Source: an optimization exercise on an open RTL-to-GDS flow (aim: small area). Production flows keep margins and buffers that such runs may drop.
RTL that was checked went through simulation tests only; none was proved equivalent to the original.

==> v37: inputs <==
## QAM
module QAM(clk, rst, en, Din, IFout);
input clk, rst, en;
input Din;
output reg signed [17:0] IFout;
reg ce2;           
reg sm_ctrl;       
reg swap;          
reg [1:0] spc;     
reg sm_i, sm_q;    
reg [3:0] usi;     
reg [3:0] cnt;     
reg [8:0] sym_i, sym_q;  
reg [1:0] mix_cnt;
reg [15:0] acc;    
wire en0 = en & ce2;
wire en1 = sm_ctrl & ce2;
wire en2 = usi[3];
wire [1:0] sw = usi[1:0];
wire load = en2 & (sw == 2'd0);
wire neg = ~mix_cnt[1];                         
wire [8:0] s = mix_cnt[0] ? sym_i : sym_q;      
wire [8:0] x = s ^ {9{neg}};
wire [8:0] v;      
assign v[0] = cnt > 4'd0;
assign v[1] = cnt > 4'd1;
assign v[2] = cnt > 4'd2;
assign v[3] = cnt > 4'd3;
assign v[4] = cnt > 4'd4;
assign v[5] = cnt > 4'd5;
assign v[6] = cnt > 4'd6;
assign v[7] = cnt > 4'd7;
assign v[8] = cnt > 4'd8;
wire [15:0] t0;    
reg [15:0] kz0;
always @(*) begin
  case (sw)
    2'd0: kz0 = 16'd74;
    2'd1: kz0 = 16'd0;
    2'd2: kz0 = 16'd0;
    2'd3: kz0 = 16'd168;
  endcase
end
reg [15:0] kxp0;
always @(*) begin
  case (sw)
    2'd0: kxp0 = 16'd148;
    2'd1: kxp0 = 16'd0;
    2'd2: kxp0 = 16'd0;
    2'd3: kxp0 = 16'd336;
  endcase
end
assign t0 = ({16{~v[0]}} & kz0) | ({16{v[0] & x[0]}} & kxp0);
wire [15:0] t1;    
reg [15:0] kz1;
always @(*) begin
  case (sw)
    2'd0: kz1 = 16'd276;
    2'd1: kz1 = 16'd185;
    2'd2: kz1 = 16'd267;
    2'd3: kz1 = 16'd36;
  endcase
end
reg [15:0] kxp1;
always @(*) begin
  case (sw)
    2'd0: kxp1 = 16'd552;
    2'd1: kxp1 = 16'd0;
    2'd2: kxp1 = 16'd0;
    2'd3: kxp1 = 16'd0;
  endcase
end
reg [15:0] kxn1;
always @(*) begin
  case (sw)
    2'd0: kxn1 = 16'd0;
    2'd1: kxn1 = 16'd370;
    2'd2: kxn1 = 16'd534;
    2'd3: kxn1 = 16'd72;
  endcase
end
assign t1 = ({16{~v[1]}} & kz1) | ({16{v[1] & x[1]}} & kxp1) | ({16{v[1] & ~x[1]}} & kxn1);
wire [15:0] t2;    
reg [15:0] kz2;
always @(*) begin
  case (sw)
    2'd0: kz2 = 16'd238;
    2'd1: kz2 = 16'd233;
    2'd2: kz2 = 16'd278;
    2'd3: kz2 = 16'd713;
  endcase
end
reg [15:0] kxp2;
always @(*) begin
  case (sw)
    2'd0: kxp2 = 16'd0;
  ...
export LEC_CHECK = 0
export ABC_AREA = 1
export CAP_MARGIN = 20
export CORE_MARGIN = 2
export CORE_UTILIZATION = 40
export CTS_CLUSTER_DIAMETER = 100
export CTS_CLUSTER_SIZE = 30
export GPL_TIMING_DRIVEN = 0
export SLEW_MARGIN = 20
create_clock -name core_clock -period 5.0 [get_ports {clk}]
standard.sh (not shown) runs the stock make flow with config.mk's settings and CLKGATE_MAP_FILE= SYNTH_SCRIPT=/design/flow/synth_recipe.tcl, a recipe that flattens the netlist after the stock synthesis.
==> flow/flow/run.sh <==
#!/bin/bash
# Layout flow: the standard ORFS flow (standard.sh), with Yosys's generic synthesis run
# without its intermediate ABC pass (SYNTH_ARGS=-noabc), so that the adder tree written in
# the RTL reaches full-adder extraction as written. Registers, their names and cell types
# are those of the standard synthesis. Each ORFS step writes its own log under
# orfs/logs/; make's own output goes to make.log in this folder.
set -euo pipefail
bash standard.sh SYNTH_ARGS=-noabc finish > make.log 2>&1
==> v31: changes against v37 <==
==> flow/run.sh (new file) <==
#!/bin/bash
# synth_recipe.tcl (not shown) runs the flow's synth.tcl, then flattens the netlist and writes it again
# the make line also repeats each setting of config.mk as NAME=value (left out here)
make -C /OpenROAD-flow-scripts/flow DESIGN_CONFIG=/design/flow/config.mk WORK_HOME=/design/flow/orfs CLKGATE_MAP_FILE= SYNTH_SCRIPT=/design/flow/synth_recipe.tcl finish
Settings changed: CTS_CLUSTER_DIAMETER 100 to unset, CTS_CLUSTER_SIZE 30 to unset.
removed: flow/flow/run.sh
removed: flow/standard.sh
==> comparison table <==
item	v31	v37
Result of the run	complete, no violations	complete, no violations
Post-synthesis instance area	0.00579 mm2	0.00555 mm2
Count of non-CTS buffers in the layout	59	37
Wire length of the first global-routing pass	25500 um	25400 um
Fraction of final layout cells with drive strength greater than 1	18.0%	9.96%
Hold path start	sm_ctrl	usi[2]
Adder-Cell Fraction of Synth Area	32.8%	34.9%
Least setup slack across all paths after layout	0.196 ns	0.241 ns
First element of the critical path	mix_cnt[0]	usi[1]
Fraction of standard cell area in multi-input logic	58.9%	63.4%
Met1 capacity usage during global routing	30.5%	33.2%
Cell with the most instances after synthesis	inv_1	nand2_1
Crit-path max FO	8	10
DRC violation total after the first TritonRoute iteration	306	353
Xor and xnor fraction of the mapped netlist area	4.24%	3.95%
Number of vias in the routed layout	4789	4459

==> v39 <==
Another version of the RTL of QAM (not shown whole).
Settings: LEC_CHECK=0, ABC_AREA=1, CAP_MARGIN=20, CORE_MARGIN=2, CORE_UTILIZATION=60, CTS_BUF_LIST=sky130_fd_sc_hd__clkbuf_8, GPL_TIMING_DRIVEN=0, SLEW_MARGIN=20; clock period 5.0 ns.
==> flow/flow/run.sh <==
#!/bin/bash
# Layout flow: the standard ORFS flow (standard.sh), with Yosys's generic synthesis run
# without its intermediate ABC pass (SYNTH_ARGS=-noabc), so that the adder tree written in
# the RTL reaches full-adder extraction as written. Registers, their names and cell types
# are those of the standard synthesis. Each ORFS step writes its own log under
# orfs/logs/; make's own output goes to make.log in this folder.
set -euo pipefail
bash standard.sh SYNTH_ARGS=-noabc finish > make.log 2>&1
==> v18: changes against v39 <==
--- a/flow/design.v
+++ b/flow/design.v
@@ -5,79 +5,271 @@
 output reg signed [17:0] IFout;
 reg ce2;           
 reg sm_ctrl;       
 reg swap;          
 reg [1:0] spc;     
 reg sm_i, sm_q;    
 reg [3:0] usi;     
-reg [3:0] ph;      
 reg [3:0] cnt;     
 reg [8:0] sym_i, sym_q;  
 reg [1:0] mix_cnt;
 reg [15:0] acc;    
 wire en0 = en & ce2;
 wire en1 = sm_ctrl & ce2;
 wire en2 = usi[3];
-wire load = en2 & ph[0];
+wire [1:0] sw = usi[1:0];
+wire load = en2 & (sw == 2'd0);
 wire neg = ~mix_cnt[1];                         
 wire [8:0] s = mix_cnt[0] ? sym_i : sym_q;      
 wire [8:0] x = s ^ {9{neg}};
 wire [8:0] v;      
 assign v[0] = cnt > 4'd0;
 assign v[1] = cnt > 4'd1;
 assign v[2] = cnt > 4'd2;
 assign v[3] = cnt > 4'd3;
 assign v[4] = cnt > 4'd4;
 assign v[5] = cnt > 4'd5;
 assign v[6] = cnt > 4'd6;
 assign v[7] = cnt > 4'd7;
 assign v[8] = cnt > 4'd8;
 wire [15:0] t0;    
-wire [15:0] kz0 = ({16{ph[0]}} & 16'd74) | ({16{ph[3]}} & 16'd168);
-wire [15:0] kxp0 = ({16{ph[0]}} & 16'd148) | ({16{ph[3]}} & 16'd336);
+reg [15:0] kz0;
+always @(*) begin
+  case (sw)
+    2'd0: kz0 = 16'd74;
+    2'd1: kz0 = 16'd0;
+    2'd2: kz0 = 16'd0;
+    2'd3: kz0 = 16'd168;
+  endcase
+end
+reg [15:0] kxp0;
+always @(*) begin
+  case (sw)
+    2'd0: kxp0 = 16'd148;
+    2'd1: kxp0 = 16'd0;
+    2'd2: kxp0 = 16'd0;
+    2'd3: kxp0 = 16'd336;
+  endcase
+end
 assign t0 = ({16{~v[0]}} & kz0) | ({16{v[0] & x[0]}} & kxp0);
 wire [15:0] t1;    
-wire [15:0] kz1 = ({16{ph[0]}} & 16'd276) | ({16{ph[1]}} & 16'd185) | ({16{ph[2]}} & 16'd267) | ({16{ph[3]}} & 16'd36);
-wire [15:0] kxp1 = ({16{ph[0]}} & 16'd552);
-wire [15:0] kxn1 = ({16{ph[1]}} & 16'd370) | ({16{ph[2]}} & 16'd534) | ({16{ph[3]}} & 16'd72);
+reg [15:0] kz1;
+always @(*) begin
+  case (sw)
+    2'd0: kz1 = 16'd276;
+    2'd1: kz1 = 16'd185;
+    2'd2: kz1 = 16'd267;
+    2'd3: kz1 = 16'd36;
+  endcase
+end
+reg [15:0] kxp1;
+always @(*) begin
+  case (sw)
+    2'd0: kxp1 = 16'd552;
+    2'd1: kxp1 = 16'd0;
+    2'd2: kxp1 = 16'd0;
+    2'd3: kxp1 = 16'd0;
+  endcase
+end
+reg [15:0] kxn1;
+always @(*) begin
+  case (sw)
+    2'd0: kxn1 = 16'd0;
+    2'd1: kxn1 = 16'd370;
+    2'd2: kxn1 = 16'd534;
+    2'd3: kxn1 = 16'd72;
+  endcase
+end
 assign t1 = ({16{~v[1]}} & kz1) | ({16{v[1] & x[1]}} & kxp1) | ({16{v[1] & ~x[1]}} & kxn1);
 wire [15:0] t2;    
-wire [15:0] kz2 = ({16{ph[0]}} & 16'd238) | ({16{ph[1]}} & 16'd233) | ({16{ph[2]}} & 16'd278) | ({16{ph[3]}} & 16'd713);
-wire [15:0] kxp2 = ({16{ph[1]}} & 16'd466);
-wire [15:0] kxn2 = ({16{ph[0]}} & 16'd476) | ({16{ph[2]}} & 16'd556) | ({16{ph[3]}} & 16'd1426);
+reg [15:0] kz2;
+always @(*) begin
+  case (sw)
+    2'd0: kz2 = 16'd238;
+    2'd1: kz2 = 16'd233;
+    2'd2: kz2 = 16'd278;
+    2'd3: kz2 = 16'd713;
+  endcase
+end
+reg [15:0] kxp2;
+always @(*) begin
+  case (sw)
+    2'd0: kxp2 = 16'd0;
+    2'd1: kxp2 = 16'd466;
+    2'd2: kxp2 = 16'd0;
+    2'd3: kxp2 = 16'd0;
+  endcase
+end
+reg [15:0] kxn2;
+always @(*) begin
+  case (sw)
+    2'd0: kxn2 = 16'd476;
+    2'd1: kxn2 = 16'd0;
+    2'd2: kxn2 = 16'd556;
+    2'd3: kxn2 = 16'd1426;
+  endcase
+end
 assign t2 = ({16{~v[2]}} & kz2) | ({16{v[2] & x[2]}} & kxp2) | ({16{v[2] & ~x[2]}} & kxn2);
 wire [15:0] t3;    
-wire [15:0] kz3 = ({16{ph[0]}} & 16'd2598) | ({16{ph[1]}} & 16'd1262) | ({16{ph[2]}} & 16'd2592) | ({16{ph[3]}} & 16'd1730);
-wire [15:0] kxp3 = ({16{ph[1]}} & 16'd2524) | ({16{ph[2]}} & 16'd5184) | ({16{ph[3]}} & 16'd3460);
-wire [15:0] kxn3 = ({16{ph[0]}} & 16'd5196);
+reg [15:0] kz3;
+always @(*) begin
+  case (sw)
+    2'd0: kz3 = 16'd2598;
+    2'd1: kz3 = 16'd1262;
+    2'd2: kz3 = 16'd2592;
+    2'd3: kz3 = 16'd1730;
+  endcase
+end
+reg [15:0] kxp3;
+always @(*) begin
+  case (sw)
+    2'd0: kxp3 = 16'd0;
+    2'd1: kxp3 = 16'd2524;
+    2'd2: kxp3 = 16'd5184;
+    2'd3: kxp3 = 16'd3460;
+  endcase
+end
+reg [15:0] kxn3;
+always @(*) begin
+  case (sw)
+    2'd0: kxn3 = 16'd5196;
+    2'd1: kxn3 = 16'd0;
+    2'd2: kxn3 = 16'd0;
+    2'd3: kxn3 = 16'd0;
+  endcase
+end
 assign t3 = ({16{~v[3]}} & kz3) | ({16{v[3] & x[3]}} & kxp3) | ({16{v[3] & ~x[3]}} & kxn3);
 wire [15:0] t4;    
-wire [15:0] kz4 = ({16{ph[0]}} & 16'd15958) | ({16{ph[1]}} & 16'd9499) | ({16{ph[2]}} & 16'd15958) | ({16{ph[3]}} & 16'd18584);
-wire [15:0] kxn4 = ({16{ph[0]}} & 16'd31916) | ({16{ph[1]}} & 16'd18998) | ({16{ph[2]}} & 16'd31916) | ({16{ph[3]}} & 16'd37168);
+reg [15:0] kz4;
+always @(*) begin
+  case (sw)
+    2'd0: kz4 = 16'd15958;
+    2'd1: kz4 = 16'd9499;
+    2'd2: kz4 = 16'd15958;
+    2'd3: kz4 = 16'd18584;
+  endcase
+end
+reg [15:0] kxn4;
+always @(*) begin
+  case (sw)
+    2'd0: kxn4 = 16'd31916;
+    2'd1: kxn4 = 16'd18998;
+    2'd2: kxn4 = 16'd31916;
+    2'd3: kxn4 = 16'd37168;
+  endcase
+end
 assign t4 = ({16{~v[4]}} & kz4) | ({16{v[4] & ~x[4]}} & kxn4);
 wire [15:0] t5;    
-wire [15:0] kz5 = ({16{ph[0]}} & 16'd2592) | ({16{ph[1]}} & 16'd9499) | ({16{ph[2]}} & 16'd2598) | ({16{ph[3]}} & 16'd1730);
-wire [15:0] kxp5 = ({16{ph[0]}} & 16'd5184) | ({16{ph[3]}} & 16'd3460);
-wire [15:0] kxn5 = ({16{ph[1]}} & 16'd18998) | ({16{ph[2]}} & 16'd5196);
+reg [15:0] kz5;
+always @(*) begin
+  case (sw)
+    2'd0: kz5 = 16'd2592;
+    2'd1: kz5 = 16'd9499;
+    2'd2: kz5 = 16'd2598;
+    2'd3: kz5 = 16'd1730;
+  endcase
+end
+reg [15:0] kxp5;
+always @(*) begin
+  case (sw)
+    2'd0: kxp5 = 16'd5184;
+    2'd1: kxp5 = 16'd0;
+    2'd2: kxp5 = 16'd0;
+    2'd3: kxp5 = 16'd3460;
+  endcase
+end
+reg [15:0] kxn5;
+always @(*) begin
+  case (sw)
+    2'd0: kxn5 = 16'd0;
+    2'd1: kxn5 = 16'd18998;
+    2'd2: kxn5 = 16'd5196;
+    2'd3: kxn5 = 16'd0;
+  endcase
+end
 assign t5 = ({16{~v[5]}} & kz5) | ({16{v[5] & x[5]}} & kxp5) | ({16{v[5] & ~x[5]}} & kxn5);
 wire [15:0] t6;    
-wire [15:0] kz6 = ({16{ph[0]}} & 16'd278) | ({16{ph[1]}} & 16'd1262) | ({16{ph[2]}} & 16'd238) | ({16{ph[3]}} & 16'd713);
-wire [15:0] kxp6 = ({16{ph[1]}} & 16'd2524);
-wire [15:0] kxn6 = ({16{ph[0]}} & 16'd556) | ({16{ph[2]}} & 16'd476) | ({16{ph[3]}} & 16'd1426);
+reg [15:0] kz6;
+always @(*) begin
+  case (sw)
+    2'd0: kz6 = 16'd278;
+    2'd1: kz6 = 16'd1262;
+    2'd2: kz6 = 16'd238;
+    2'd3: kz6 = 16'd713;
+  endcase
+end
+reg [15:0] kxp6;
+always @(*) begin
+  case (sw)
+    2'd0: kxp6 = 16'd0;
+    2'd1: kxp6 = 16'd2524;
+    2'd2: kxp6 = 16'd0;
+    2'd3: kxp6 = 16'd0;
+  endcase
+end
+reg [15:0] kxn6;
+always @(*) begin
+  case (sw)
+    2'd0: kxn6 = 16'd556;
+    2'd1: kxn6 = 16'd0;
+    2'd2: kxn6 = 16'd476;
+    2'd3: kxn6 = 16'd1426;
+  endcase
+end
 assign t6 = ({16{~v[6]}} & kz6) | ({16{v[6] & x[6]}} & kxp6) | ({16{v[6] & ~x[6]}} & kxn6);
 wire [15:0] t7;    
-wire [15:0] kz7 = ({16{ph[0]}} & 16'd267) | ({16{ph[1]}} & 16'd233) | ({16{ph[2]}} & 16'd276) | ({16{ph[3]}} & 16'd36);
-wire [15:0] kxp7 = ({16{ph[1]}} & 16'd466) | ({16{ph[2]}} & 16'd552);
-wire [15:0] kxn7 = ({16{ph[0]}} & 16'd534) | ({16{ph[3]}} & 16'd72);
+reg [15:0] kz7;
+always @(*) begin
+  case (sw)
+    2'd0: kz7 = 16'd267;
+    2'd1: kz7 = 16'd233;
+    2'd2: kz7 = 16'd276;
+    2'd3: kz7 = 16'd36;
+  endcase
+end
+reg [15:0] kxp7;
+always @(*) begin
+  case (sw)
+    2'd0: kxp7 = 16'd0;
+    2'd1: kxp7 = 16'd466;
+    2'd2: kxp7 = 16'd552;
+    2'd3: kxp7 = 16'd0;
+  endcase
+end
+reg [15:0] kxn7;
+always @(*) begin
+  case (sw)
+    2'd0: kxn7 = 16'd534;
+    2'd1: kxn7 = 16'd0;
+    2'd2: kxn7 = 16'd0;
+    2'd3: kxn7 = 16'd72;
+  endcase
+end
 assign t7 = ({16{~v[7]}} & kz7) | ({16{v[7] & x[7]}} & kxp7) | ({16{v[7] & ~x[7]}} & kxn7);
-wire [15:0] t8;    
-wire [15:0] kz8 = ({16{ph[0]}} & 16'd43255) | ({16{ph[1]}} & 16'd43363) | ({16{ph[2]}} & 16'd43329) | ({16{ph[3]}} & 16'd41826);
-wire [15:0] kxp8 = ({16{ph[0]}} & 16'd43255) | ({16{ph[1]}} & 16'd43178) | ({16{ph[2]}} & 16'd43403) | ({16{ph[3]}} & 16'd41994);
-wire [15:0] kxn8 = ({16{ph[0]}} & 16'd43255) | ({16{ph[1]}} & 16'd43548) | ({16{ph[2]}} & 16'd43255) | ({16{ph[3]}} & 16'd41658);
-assign t8 = ({16{~v[8]}} & kz8) | ({16{v[8] & x[8]}} & kxp8) | ({16{v[8] & ~x[8]}} & kxn8);
+reg [15:0] t8;    
+always @(*) begin
+  case ({sw, x[8], v[8]})
+    4'd0: t8 = 16'd43255;
+    4'd1: t8 = 16'd43255;
+    4'd2: t8 = 16'd43255;
+    4'd3: t8 = 16'd43255;
+    4'd4: t8 = 16'd43363;
+    4'd5: t8 = 16'd43548;
+    4'd6: t8 = 16'd43363;
+    4'd7: t8 = 16'd43178;
+    4'd8: t8 = 16'd43329;
+    4'd9: t8 = 16'd43255;
+    4'd10: t8 = 16'd43329;
+    4'd11: t8 = 16'd43403;
+    4'd12: t8 = 16'd41826;
+    4'd13: t8 = 16'd41658;
+    4'd14: t8 = 16'd41826;
+    4'd15: t8 = 16'd41994;
+  endcase
+end
 wire fs1 = t1[0] ^ t2[0] ^ t4[0];
 wire fc2 = (t1[0] & t2[0]) | (t1[0] & t4[0]) | (t2[0] & t4[0]);
 wire fs3 = t0[1] ^ t1[1] ^ t2[1];
 wire fc4 = (t0[1] & t1[1]) | (t0[1] & t2[1]) | (t1[1] & t2[1]);
 wire fs5 = t3[1] ^ t4[1] ^ t5[1];
 wire fc6 = (t3[1] & t4[1]) | (t3[1] & t5[1]) | (t4[1] & t5[1]);
 wire fs7 = t0[2] ^ t1[2] ^ t2[2];
@@ -241,15 +433,15 @@
 wire [15:0] cpa_b = {hs163, fs161, fs159, fs157, fs155, fs153, fs151, fs149, fs147, fs145, fs143, fs141, fs139, hs137, fs135, 1'b0};
 wire [15:0] cpa_s = cpa_a + cpa_b;
 wire [15:0] nxt = {cpa_s[15], cpa_s[14], cpa_s[13], cpa_s[12], cpa_s[11], cpa_s[10], cpa_s[9], cpa_s[8], cpa_s[7], cpa_s[6], cpa_s[5], cpa_s[4], cpa_s[3], cpa_s[2], cpa_s[1], cpa_s[0]};
 always @(posedge clk or posedge rst) begin
 	if (rst) begin
 		ce2 <= 1'b0; sm_ctrl <= 1'b0; swap <= 1'b0; spc <= 2'd0;
 		sm_i <= 1'b0; sm_q <= 1'b0;
-		usi <= 4'd0; ph <= 4'd1; cnt <= 4'd0; sym_i <= 9'd0; sym_q <= 9'd0;
+		usi <= 4'd0; cnt <= 4'd0; sym_i <= 9'd0; sym_q <= 9'd0;
 		mix_cnt <= 2'd0; acc <= 16'd0;
 	end
 	else begin
 		ce2 <= ~ce2;
 		if (ce2) sm_ctrl <= ~sm_ctrl;
 		if (en0) begin
 			swap <= ~swap;
@@ -259,15 +451,15 @@
 		if (en1) begin
 			sm_i <= spc[1];
 			sm_q <= spc[0];
 		end
 		if (!usi[3]) begin
 			if (en) usi <= usi + 4'd1;
 		end
-		else ph <= {ph[2:0], ph[3]};
+		else usi[1:0] <= usi[1:0] + 2'd1;
 		if (load) begin
 			sym_i <= {sym_i[7:0], sm_i};
 			sym_q <= {sym_q[7:0], sm_q};
 			if (cnt != 4'd9) cnt <= cnt + 4'd1;
 		end
 		if (en) mix_cnt <= mix_cnt + 2'd1;
 		acc <= nxt;
Settings changed: CORE_UTILIZATION 60 to 40.
==> notes.md <==
Global-route usage: v39 is higher than v18 (8.5 points). Of v39 and v18, v18 has the higher register-to-register slack (gap 0.02 ns). In v39 the cell area is higher than in v18, by about 1.8%. Between v18 and v39, the lower synthesized cell count is in v18 (gap about 1%, measured against v39). Of v39 and v18, v39 has the higher sequential share of layout area (gap 1.2 points).
==> figures <==
item	v18	v39
Outcome	complete, no violations	complete, no violations
Vias in the first global route	4525	4756
Die width	122 µm	102 µm
Share of final layout cell area taken by clock buffers and inverters	1.55%	1.87%
Ratio of layout area to synthesized area	1.123x	1.099x
Placed instance area	6000 µm²	6150 µm²
Non-clock buffer contribution to total cell area	5.32%	5.70%
Start point of the critical path	usi[1]	cnt[0]
Proportion of cell area occupied by multi-input gates	64.0%	62.8%
Wirelength per Cell	18.4 µm	18.5 µm
Multi-In Gates	516	513
Global-route wire length before repair	25400 µm	24500 µm
Maximum net fanout on the critical path	10	6
Function not checked in v39: the RTL went through the layout flow alone.

re-timing with driven ports:
The flow's constraints put no driver on any port. The routed layouts listed below were extracted and timed again, unchanged, in two steps. Step 1 sets driving cells, clkbuf_16 on the clock port and buf_2 on the other inputs (assumed; they add their load-dependent delay and slew). Step 2 moves the port delays by t, midway between the first and last clock arrival at a register: inputs arrive t later, outputs are due t later. That takes back most of the time a late clock gives input paths. Three values: ideal, step 1, step 2; two values: the first two.
run | shift t [ns] | setup WS [ns] | hold slack, ns | worst data-port slew with drivers (ns) | cell pins on the clock port's net
v37 | 0.343 | 0.241 / 0.241 / 0.241 | 0.478 / 0.478 / 0.478 | 0.03 | 1
v31 | 0.347 | 0.196 / 0.196 / 0.196 | 0.476 / 0.476 / 0.476 | 0.03 | 1
v39 | 0.360 | 0.202 / 0.202 / 0.202 | 0.476 / 0.476 / 0.476 | 0.03 | 1
v18 | 0.361 | 0.222 / 0.222 / 0.222 | 0.481 / 0.481 / 0.481 | 0.03 | 1
After both steps every run listed still meets setup and hold.
